From an optimization exercise on the open Yosys and OpenROAD flow, aimed at small area and a short achievable clock period; shortcuts taken in it are not production practice. Only simulation tests tie the RTL to the original design; equivalence was not proved. Power figures rest on the tool's default switching activity, not on a simulated workload.

<file path="design/flow/run.sh">
#!/bin/bash
# synth_recipe.tcl (not shown) runs the flow's synth.tcl, then flattens the netlist and writes it again
# the make line also repeats each setting of config.mk as NAME=value (left out here)
make -C /OpenROAD-flow-scripts/flow DESIGN_CONFIG=/design/flow/config.mk WORK_HOME=/design/flow/orfs CLKGATE_MAP_FILE= SYNTH_SCRIPT=/design/flow/synth_recipe.tcl finish
</file>
<file path="design/flow/config.mk">
export PLATFORM = sky130hd
export DESIGN_NAME = topmodule
export DESIGN_NICKNAME = topmodule
export VERILOG_FILES = /design/flow/design.v
export SDC_FILE = /design/flow/constraint.sdc
export NUM_CORES = 4
export LEC_CHECK = 0
export CAP_MARGIN = 20
export CORE_MARGIN = 2
export CORE_UTILIZATION = 40
export SLEW_MARGIN = 20
</file>
<file path="design/flow/constraint.sdc">
create_clock -name core_clock -period 6.5 [get_ports {clk}]
set_input_delay 1.3000 -clock core_clock [delete_from_list [all_inputs] [get_ports {clk}]]
set_output_delay 1.3000 -clock core_clock [all_outputs]
set_load 0.01 [all_outputs]
</file>
<file path="design/flow/design.v">
module topmodule (input clk, input reset,
	output [31:0] imem_addr, input [31:0] imem_data,
	output rf_r_we, output [2:0] rf_r_addr, output [31:0] rf_r_data,
	output rf_s_we, output [2:0] rf_s_addr, output [31:0] rf_s_data,
	output dm_we, output [3:0] dm_addr, output [7:0] dm_wdata,
	output [31:0] epc, output [1:0] cause);
	reg  [31:2] pc;                  
	reg  [31:0] ir;                  
	reg  [31:2] id_pc;               
	reg  [31:2] ex_pc;
	reg  [31:0] ex_a, ex_b;          
	reg         ex_fa, ex_fb;        
	reg  [4:0]  ex_sm, ex_sn;        
	reg         ex_fc, ex_fd;
	reg  [7:0]  ex_sdat;             
	reg         ex_op1, ex_ovf1, ex_c1;
	reg  [2:0]  ex_rd, ex_sd;
	reg         ex_rwe, ex_ld, ex_st;
	reg  [31:0] mem_alu;
	reg         mem_carry;
	reg  [2:0]  mem_rd, mem_sd;
	reg         mem_rwe, mem_ld, mem_st;
	reg  [3:0]  mem_addr;
	reg  [7:0]  mem_sdat;
	reg  [31:0] wb_alu;
	reg  [7:0]  wb_mem;
	reg  [2:0]  wb_rd, wb_sd;
	reg         wb_rwe, wb_swe;
	reg  [31:2] epc_q;
	reg  [1:0]  cause_q;
	reg  [31:0] rf1, rf2, rf3, rf4, rf5, rf6, rf7;
	reg  [7:0]  dm0, dm1, dm2, dm3, dm4, dm5, dm6, dm7, dm8, dm9, dm10, dm11, dm12, dm13, dm14, dm15;
	wire [4:0] sop  = ir[31:27];
	wire [4:0] rop  = ir[15:11];
	wire [4:0] func = ir[10:6];
	wire [2:0] f_rm = ir[8:6];
	wire [2:0] f_rn = ir[5:3];
	wire [2:0] f_rd = ir[2:0];
	wire [2:0] f_sm = ir[24:22];
	wire [2:0] f_sn = ir[21:19];
	wire [2:0] f_sd = ir[18:16];
	wire is_ld  = sop == 5'b01010;
	wire is_st  = sop == 5'b01011;
	wire is_br  = sop == 5'b11010;
	wire is_jp  = sop == 5'b11100;
	wire is_add = rop == 5'b00011;
	wire is_op1 = rop == 5'b01000;
	wire exc    = ~(is_ld | is_st | is_br | is_jp) | ~(is_add | is_op1);
	wire stall = is_br | is_jp |
		(ex_ld & ((ex_sd == f_rn) | (ex_sd == f_rd) | (ex_sd == f_sm) | (ex_sd == f_sn)));
	wire flush = is_br & mem_carry;
	reg [31:0] rd_a, rd_b;
	reg [4:0]  rd_sm, rd_sn;
	reg [7:0]  rd_sd;
	wire [2:0] a_b = is_op1 ? f_rn : f_rd;
	always @(*) begin
		case (f_rm)
			3'd1: rd_a = rf1; 3'd2: rd_a = rf2; 3'd3: rd_a = rf3; 3'd4: rd_a = rf4;
			3'd5: rd_a = rf5; 3'd6: rd_a = rf6; 3'd7: rd_a = rf7; default: rd_a = 32'd0;
		endcase
		case (a_b)
			3'd1: rd_b = rf1; 3'd2: rd_b = rf2; 3'd3: rd_b = rf3; 3'd4: rd_b = rf4;
			3'd5: rd_b = rf5; 3'd6: rd_b = rf6; 3'd7: rd_b = rf7; default: rd_b = 32'd0;
		endcase
		case (f_sm)
			3'd1: rd_sm = rf1[4:0]; 3'd2: rd_sm = rf2[4:0]; 3'd3: rd_sm = rf3[4:0]; 3'd4: rd_sm = rf4[4:0];
			3'd5: rd_sm = rf5[4:0]; 3'd6: rd_sm = rf6[4:0]; 3'd7: rd_sm = rf7[4:0]; default: rd_sm = 5'd0;
		endcase
		case (f_sn)
			3'd1: rd_sn = rf1[4:0]; 3'd2: rd_sn = rf2[4:0]; 3'd3: rd_sn = rf3[4:0]; 3'd4: rd_sn = rf4[4:0];
			3'd5: rd_sn = rf5[4:0]; 3'd6: rd_sn = rf6[4:0]; 3'd7: rd_sn = rf7[4:0]; default: rd_sn = 5'd0;
		endcase
		case (f_sd)
			3'd1: rd_sd = rf1[7:0]; 3'd2: rd_sd = rf2[7:0]; 3'd3: rd_sd = rf3[7:0]; 3'd4: rd_sd = rf4[7:0];
			3'd5: rd_sd = rf5[7:0]; 3'd6: rd_sd = rf6[7:0]; 3'd7: rd_sd = rf7[7:0]; default: rd_sd = 8'd0;
		endcase
	end
	reg [7:0] memout;
	always @(*) begin
		case (mem_addr)
			4'd0: memout = dm0;   4'd1: memout = dm1;   4'd2: memout = dm2;   4'd3: memout = dm3;
			4'd4: memout = dm4;   4'd5: memout = dm5;   4'd6: memout = dm6;   4'd7: memout = dm7;
			4'd8: memout = dm8;   4'd9: memout = dm9;   4'd10: memout = dm10; 4'd11: memout = dm11;
			4'd12: memout = dm12; 4'd13: memout = dm13; 4'd14: memout = dm14; default: memout = dm15;
		endcase
	end
	wire m2_a = ex_rwe & (ex_rd != 3'd0) & (ex_rd == f_rm);
	wire m2_b = ex_rwe & (ex_rd != 3'd0) & (ex_rd == f_rn);
	wire m2_c = ex_rwe & (ex_rd != 3'd0) & (ex_rd == f_sm);
	wire m2_d = ex_rwe & (ex_rd != 3'd0) & (ex_rd == f_sn);
	wire m3r_a = mem_rwe & (mem_rd != 3'd0) & (mem_rd == f_rm);
	wire m3r_b = mem_rwe & (mem_rd != 3'd0) & (mem_rd == f_rn);
	wire m3r_c = mem_rwe & (mem_rd != 3'd0) & (mem_rd == f_sm);
	wire m3r_d = mem_rwe & (mem_rd != 3'd0) & (mem_rd == f_sn);
	wire m3s_a = mem_ld & (mem_sd != 3'd0) & (mem_sd == f_rm);
	wire m3s_b = mem_ld & (mem_sd != 3'd0) & (mem_sd == f_rn);
	wire m3s_c = mem_ld & (mem_sd != 3'd0) & (mem_sd == f_sm);
	wire m3s_d = mem_ld & (mem_sd != 3'd0) & (mem_sd == f_sn);
	wire [31:0] pre_a = m3r_a ? mem_alu : m3s_a ? {24'd0, memout} : rd_a;
	wire [31:0] pre_b = m3r_b ? mem_alu : m3s_b ? {24'd0, memout} : rd_b;
	wire [4:0]  pre_c = m3r_c ? mem_alu[4:0] : m3s_c ? memout[4:0] : rd_sm;
	wire [4:0]  pre_d = m3r_d ? mem_alu[4:0] : m3s_d ? memout[4:0] : rd_sn;
	wire [31:0] sub_r = rd_b - {29'd0, f_rm};
	wire [31:0] lsr_r = rd_b >> f_rm;
	wire f_sub = func == 5'b00101;
	wire f_lsr = func == 5'b01001;
	wire f_neg = func == 5'b00110;
	wire [31:0] op1_r = f_sub ? sub_r : f_lsr ? lsr_r : f_neg ? ~rd_b : 32'd0;
	wire op1_ovf = f_sub & rd_b[31] & sub_r[31];
	wire op1_c   = rd_b[31] & ~op1_r[31];
	wire [31:0] in1 = ex_fa ? mem_alu : ex_a;
	wire [31:0] in2 = ex_fb ? mem_alu : ex_b;
	wire [32:0] sum = {1'b0, in1} + {1'b0, in2};
	wire ovf_add = (in1[31] == in2[31]) & (sum[31] != in1[31]);
	wire ovf   = ex_op1 ? ex_ovf1 : ovf_add;
	wire carry = ex_op1 ? ex_c1 : sum[32];
	wire [4:0] s1 = ex_fc ? mem_alu[4:0] : ex_sm;
	wire [4:0] s2 = ex_fd ? mem_alu[4:0] : ex_sn;
	wire [4:0] s_sum = s1 + s2;
	wire trap = exc | ovf;
	always @(posedge clk) begin
		if (reset) pc <= 30'd0;
		else if (!stall) pc <= trap ? 30'h3fff : pc + 30'd1;
		if (reset | flush) begin
			ir <= 32'd0;
			id_pc <= 30'd0;
		end else begin
			ir <= imem_data;
			id_pc <= pc;
		end
		if (reset) begin
			ex_pc <= 30'd0; ex_a <= 32'd0; ex_b <= 32'd0; ex_fa <= 1'b0; ex_fb <= 1'b0;
			ex_sm <= 5'd0; ex_sn <= 5'd0; ex_fc <= 1'b0; ex_fd <= 1'b0; ex_sdat <= 8'd0;
			ex_op1 <= 1'b0; ex_ovf1 <= 1'b0; ex_c1 <= 1'b0; ex_rd <= 3'd0; ex_sd <= 3'd0;
			ex_rwe <= 1'b0; ex_ld <= 1'b0; ex_st <= 1'b0;
		end else begin
			ex_pc <= id_pc;
			ex_a <= is_op1 ? op1_r : pre_a;
			ex_b <= is_op1 ? 32'd0 : pre_b;
			ex_fa <= ~is_op1 & m2_a;
			ex_fb <= ~is_op1 & m2_b;
			ex_sm <= pre_c; ex_sn <= pre_d; ex_fc <= m2_c; ex_fd <= m2_d;
			ex_sdat <= rd_sd;
			ex_op1 <= is_op1; ex_ovf1 <= op1_ovf; ex_c1 <= op1_c;
			ex_rd <= f_rd; ex_sd <= f_sd;
			ex_rwe <= is_add | is_op1; ex_ld <= is_ld; ex_st <= is_st;
		end
		if (reset) begin
			mem_alu <= 32'd0; mem_carry <= 1'b0; mem_rd <= 3'd0; mem_sd <= 3'd0;
			mem_rwe <= 1'b0; mem_ld <= 1'b0; mem_st <= 1'b0; mem_addr <= 4'd0; mem_sdat <= 8'd0;
		end else begin
			mem_alu <= sum[31:0]; mem_carry <= carry; mem_rd <= ex_rd; mem_sd <= ex_sd;
			mem_rwe <= ex_rwe; mem_ld <= ex_ld; mem_st <= ex_st; mem_addr <= s_sum[4:1]; mem_sdat <= ex_sdat;
		end
		if (reset) begin
			wb_alu <= 32'd0; wb_mem <= 8'd0; wb_rd <= 3'd0; wb_sd <= 3'd0; wb_rwe <= 1'b0; wb_swe <= 1'b0;
		end else begin
			wb_alu <= mem_alu; wb_mem <= memout; wb_rd <= mem_rd; wb_sd <= mem_sd;
			wb_rwe <= mem_rwe; wb_swe <= mem_ld;
		end
		if (reset) begin
			epc_q <= 30'd0; cause_q <= 2'b00;
		end else if (trap) begin
			epc_q <= ex_pc; cause_q <= exc ? 2'b01 : 2'b10;
		end
	end
	wire [7:0] wr_r = {8{wb_rwe}} & {wb_rd == 3'd7, wb_rd == 3'd6, wb_rd == 3'd5, wb_rd == 3'd4,
		wb_rd == 3'd3, wb_rd == 3'd2, wb_rd == 3'd1, 1'b0};
	wire [7:0] wr_s = {8{wb_swe}} & {wb_sd == 3'd7, wb_sd == 3'd6, wb_sd == 3'd5, wb_sd == 3'd4,
		wb_sd == 3'd3, wb_sd == 3'd2, wb_sd == 3'd1, 1'b0};
	wire [31:0] wb_mem32 = {24'd0, wb_mem};
	always @(posedge clk) begin
		if (reset) rf1 <= 32'd0; else if (wr_r[1]) rf1 <= wb_alu; else if (wr_s[1]) rf1 <= wb_mem32;
		if (reset) rf2 <= 32'd0; else if (wr_r[2]) rf2 <= wb_alu; else if (wr_s[2]) rf2 <= wb_mem32;
		if (reset) rf3 <= 32'd0; else if (wr_r[3]) rf3 <= wb_alu; else if (wr_s[3]) rf3 <= wb_mem32;
		if (reset) rf4 <= 32'd0; else if (wr_r[4]) rf4 <= wb_alu; else if (wr_s[4]) rf4 <= wb_mem32;
		if (reset) rf5 <= 32'd0; else if (wr_r[5]) rf5 <= wb_alu; else if (wr_s[5]) rf5 <= wb_mem32;
		if (reset) rf6 <= 32'd0; else if (wr_r[6]) rf6 <= wb_alu; else if (wr_s[6]) rf6 <= wb_mem32;
		if (reset) rf7 <= 32'd0; else if (wr_r[7]) rf7 <= wb_alu; else if (wr_s[7]) rf7 <= wb_mem32;
	end
	wire [15:0] dm_sel = {15'd0, mem_st} << mem_addr;
	always @(posedge clk) begin
		if (reset) dm0  <= 8'h0f; else if (dm_sel[0])  dm0  <= mem_sdat;
		if (reset) dm1  <= 8'ha5; else if (dm_sel[1])  dm1  <= mem_sdat;
		if (reset) dm2  <= 8'h42; else if (dm_sel[2])  dm2  <= mem_sdat;
		if (reset) dm3  <= 8'h00; else if (dm_sel[3])  dm3  <= mem_sdat;
		if (reset) dm4  <= 8'h00; else if (dm_sel[4])  dm4  <= mem_sdat;
		if (reset) dm5  <= 8'h09; else if (dm_sel[5])  dm5  <= mem_sdat;
		if (reset) dm6  <= 8'haa; else if (dm_sel[6])  dm6  <= mem_sdat;
		if (reset) dm7  <= 8'h84; else if (dm_sel[7])  dm7  <= mem_sdat;
		if (reset) dm8  <= 8'ha0; else if (dm_sel[8])  dm8  <= mem_sdat;
		if (reset) dm9  <= 8'h40; else if (dm_sel[9])  dm9  <= mem_sdat;
		if (reset) dm10 <= 8'h01; else if (dm_sel[10]) dm10 <= mem_sdat;
		if (reset) dm11 <= 8'h07; else if (dm_sel[11]) dm11 <= mem_sdat;
		if (reset) dm12 <= 8'h00; else if (dm_sel[12]) dm12 <= mem_sdat;
		if (reset) dm13 <= 8'hc0; else if (dm_sel[13]) dm13 <= mem_sdat;
		if (reset) dm14 <= 8'h25; else if (dm_sel[14]) dm14 <= mem_sdat;
		if (reset) dm15 <= 8'h23; else if (dm_sel[15]) dm15 <= mem_sdat;
	end
	assign imem_addr = {pc, 2'b00};
	assign rf_r_we   = wb_rwe;
	assign rf_r_addr = wb_rd;
	assign rf_r_data = wb_alu;
	assign rf_s_we   = wb_swe;
	assign rf_s_addr = wb_sd;
	assign rf_s_data = {24'd0, wb_mem};
	assign dm_we     = mem_st;
	assign dm_addr   = mem_addr;
	assign dm_wdata  = mem_sdat;
	assign epc       = {epc_q, 2'b00};
	assign cause     = cause_q;
endmodule
</file>
==> run notes <==
[registers in the layout, summed over array words and instances, names as in the netlist, 32 cells and up]
register  count
rf2          32
rf6          32
rf3          32
ex_b         32
rf1          32
rf5          32
ex_a         32
wb_alu       32
mem_alu      32
rf4          32
rf7          32
[final cells by class]
cell class,count,share of cell area [%]
inverter,44,0.416
timing repair buffer,236,5.51
tap,1144,3.60
clock inverter,31,1.15
sequential,704,35.5
multi-input combinational,2834,48.1
clock buffer,112,5.73
antenna,2,0.0126
[cell usage after synthesis, types with 23 or more instances]
cell / instances / area, sq um
a21o_1: 23 / 173
a22oi_1: 223 / 1670
buf_1: 33 / 124
dfxtp_1: 704 / 14100
mux2i_1: 269 / 2690
clkbuf_1: 251 / 942
mux4_2: 25 / 563
a21oi_1: 207 / 1040
and2_1: 75 / 469
xnor2_1: 57 / 499
xor2_1: 52 / 455
buf_4: 29 / 218
o21ai_0: 122 / 611
ha_1: 39 / 488
nor2b_1: 127 / 795
nand3_1: 91 / 455
a222oi_1: 33 / 330
a221oi_1: 55 / 482
nor3_1: 56 / 280
mux2_2: 111 / 1250
a211oi_1: 97 / 728
inv_1: 42 / 158
nand2_1: 224 / 841
nor2_1: 575 / 2160
[critical path: cells and delay by family, from the launching register on]
kind / cells / cell delay (ps)
adder cells (fa/ha/maj): 1 / 310
buffers and inverters: 2 / 290
AO/OA/AOI/OAI: 5 / 1980
flip-flops: 1 / 560
AND/OR/NAND/NOR: 4 / 1010
multiplexers: 2 / 770
[metal layers]
metal  routed length, um  share of wire [%]  global-route usage (%)  up-vias
met5                  11             0.0091                       0        -
met4                6130                5.1                    12.6        2
met3               10900                9.0                    5.32      323
met2               53400                 44                    40.5     1528
met1               50400                 42                    35.0    14700
li1                    -                  -                       -    14100
[cells by family after synthesis]
kind of cell | share of synthesized area, %
AND/OR/NAND/NOR | 17.5
AO/OA/AOI/OAI | 19.6
flip-flops | 40.9
multiplexers | 13.1
buffers and inverters | 4.53
XOR/XNOR | 2.77
adder cells (fa/ha/maj) | 1.59
other | 0.0109
[where the power goes]
group	leakage, nW	switching (mW)	internal, mW	total, mW
logic	7.63	0.375	0.193	0.568
clock network	1.33	1.91	2.82	4.73
registers	5.70	0.0869	4.36	4.45
total	14.7	2.38	7.38	9.75
[worst paths after layout]
check | start | endpoint | depth (start not counted)
worst min register to register | id_pc[13] | ex_pc[13] | 1
worst max-delay path | ex_fb | pc[25] | 14
worst min-delay path | id_pc[13] | ex_pc[13] | 1
worst max register to register | ex_fb | pc[25] | 14
==> key figures <==
Clock tree
  • CTS H-Tree Depth: 3
  • Resized cells post-CTS: 0
  • CTS root buf: clkbuf_16
  • CTS max path bufs: 3
  • Clock latency (worst-skew pair): 650 ps
  • CTS Sinks: 704
  • # Post-CTS Setup Buffers: 0
  • Hold-fix buffers, CTS: 0
  • Worst-path clk slew: 60 ps
  • CTS Buf Count: 80
  • CTS tree: yes

Global route
  • Largest net degree at the start of global routing: 186
  • GRT overflow: 0
  • Total GRT Usage: between 20% and 30%
  • Number of global-route vias before repair: roughly 29k
  • First-pass GRT wire length: approximately 180 mm
  • Initial antenna violation count: 2

Timing
  • Worst hold slack: about 420 ps
  • Slew Viols, Final: 0
  • Setup repair after global routing missed its margin: false
  • Fin worst setup slack: about 1400 ps
  • Clock Skew: between 40 and 50 ps
  • Peak Freq: between 0.15 and 0.2 GHz
  • Slew Limit Headroom: around 17%
  • Slew @ Worst Pin: between 1000 and 1500 ps
  • Final setup TNS: 0 ps
  • Final Critical Period: slightly above 5000 ps
  • Final hold vios: 0
  • Setup Viol. Count Final: 0
  • Final period util: just under 80%

Critical path
  • Worst-path maximum fanout: 16
  • Crit path top cell by count: mux2i_1
  • CP peak stage delay: ~700 ps
  • CP Launch Type: register
  • CP max-delay cell: a2111oi_0
  • CP Data Required Time: 6970 ps
  • Crit path DAT: between 5000 and 6000 ps
  • Flop-to-flop setup slack: 1420 ps
  • Worst setup EP type: register
  • Kind of critical path: reg2reg
  • Crit path cell chain: mux2i_1, inv_1, ha_1, a211o_1, a2111oi_0, o221ai_1, and3b_1, o211ai_1, nor3_1, mux2i_1, o21ai_0, buf_4, nand2_1, nor2_1

Logic synthesis
  • Syn_area_per_cell: between 8 and 9 sq um
  • Seq/Total Area, Yosys: about two fifths
  • Main synth FF type: dfxtp_1
  • Number of synthesized flops with an enable pin: 0
  • Warning count from the yosys run: 1
  • Mapped Area: 0.0345 sq mm
  • Syn Inst Count: around 3.9k
  • Yosys reg bits: roughly 700
  • Synth cell types: 93
  • Ys async rst share: 0%

Floorplanning
  • Die width: 298 um
  • Die ar.: a little under 0.09 sq mm
  • IO Count: between 150 and 200
  • Starting Density: roughly two fifths
  • Core area: 0.0853 sq mm
  • Row cnt: between 100 and 150
  • Die Y: 298 um

Placement
  • Cell Count Post-Placement: about 5k
  • Number of I/O port buffers: roughly 150
  • Pre-CTS setup slack: between 1000 and 1500 ps
  • DPL Wire Length: 79.8 mm
  • Post-DP Area: approximately 0.037 sq mm
  • Placer Congestion: approximately 0.93

Drt
  • Via density: about 6.0
  • Per-cell routed wire length: between 20 and 25 um
  • Via count: ~31k
  • Final WL: approximately 120 mm
  • Drt pass-1 iters: 11
  • Routed Antenna Nets: 0
  • Initial DRC count: 3925
  • # DRC: 0

Finish
  • Area of the multi-input gates: approximately 0.019 sq mm
  • Area Growth Syn to Fin: 15.2%
  • Most frequent cells in the layout: dfxtp_1 (698), nor2_1 (558), mux2i_1 (269)
  • Non-Filler Instances: 5107
  • Fillers: between 8k and 9k
  • Final Util: a little under half
  • Most common cell after layout, fill and taps aside: dfxtp_1
  • Net count, final: 3976
  • Register Area: about 0.014 sq mm
  • Share of cells above drive strength 1: 10.2%
  • Design Area, Final: a little under 0.04 sq mm

Power and ir drop
  • Tot Pwr: 9.75 mW
  • Power density cells: about 250 mW/mm^2
  • P_leak: around 15 nW
  • Max VDD drop: roughly 0.2 mV

Job
  • Max_cap viols: 0

Hold path
  • Hold/Removal Path Class: reg2reg

Run status
  • Status: no timing/DRC/antenna violations

[separate check: timing with driven ports]
No port has a modelled driver above. Below, the same layout with a new extraction and two added sets of constraints. Step 1 sets driving cells, clkbuf_16 on the clock port and buf_2 on the other inputs (assumed; they add their load-dependent delay and slew). Step 2 adds t to the input delays and takes it off the output delays; t is the mean of the earliest and latest rising clock arrival at the registers after step 1. Input paths then give back, and output paths get back, about the clock's delay inside the block. Slacks: ideal ports / drivers / drivers and shift; pairs: ideal ports / drivers.
t, ns: 0.688
setup WS [ns]: 1.418 / 1.418 / 1.418
worst setup path after step 2: register to register
After both steps this run still meets setup and hold. The setup slack of this run moves by 0.000 ns with the drivers and by 0.000 ns with both steps.
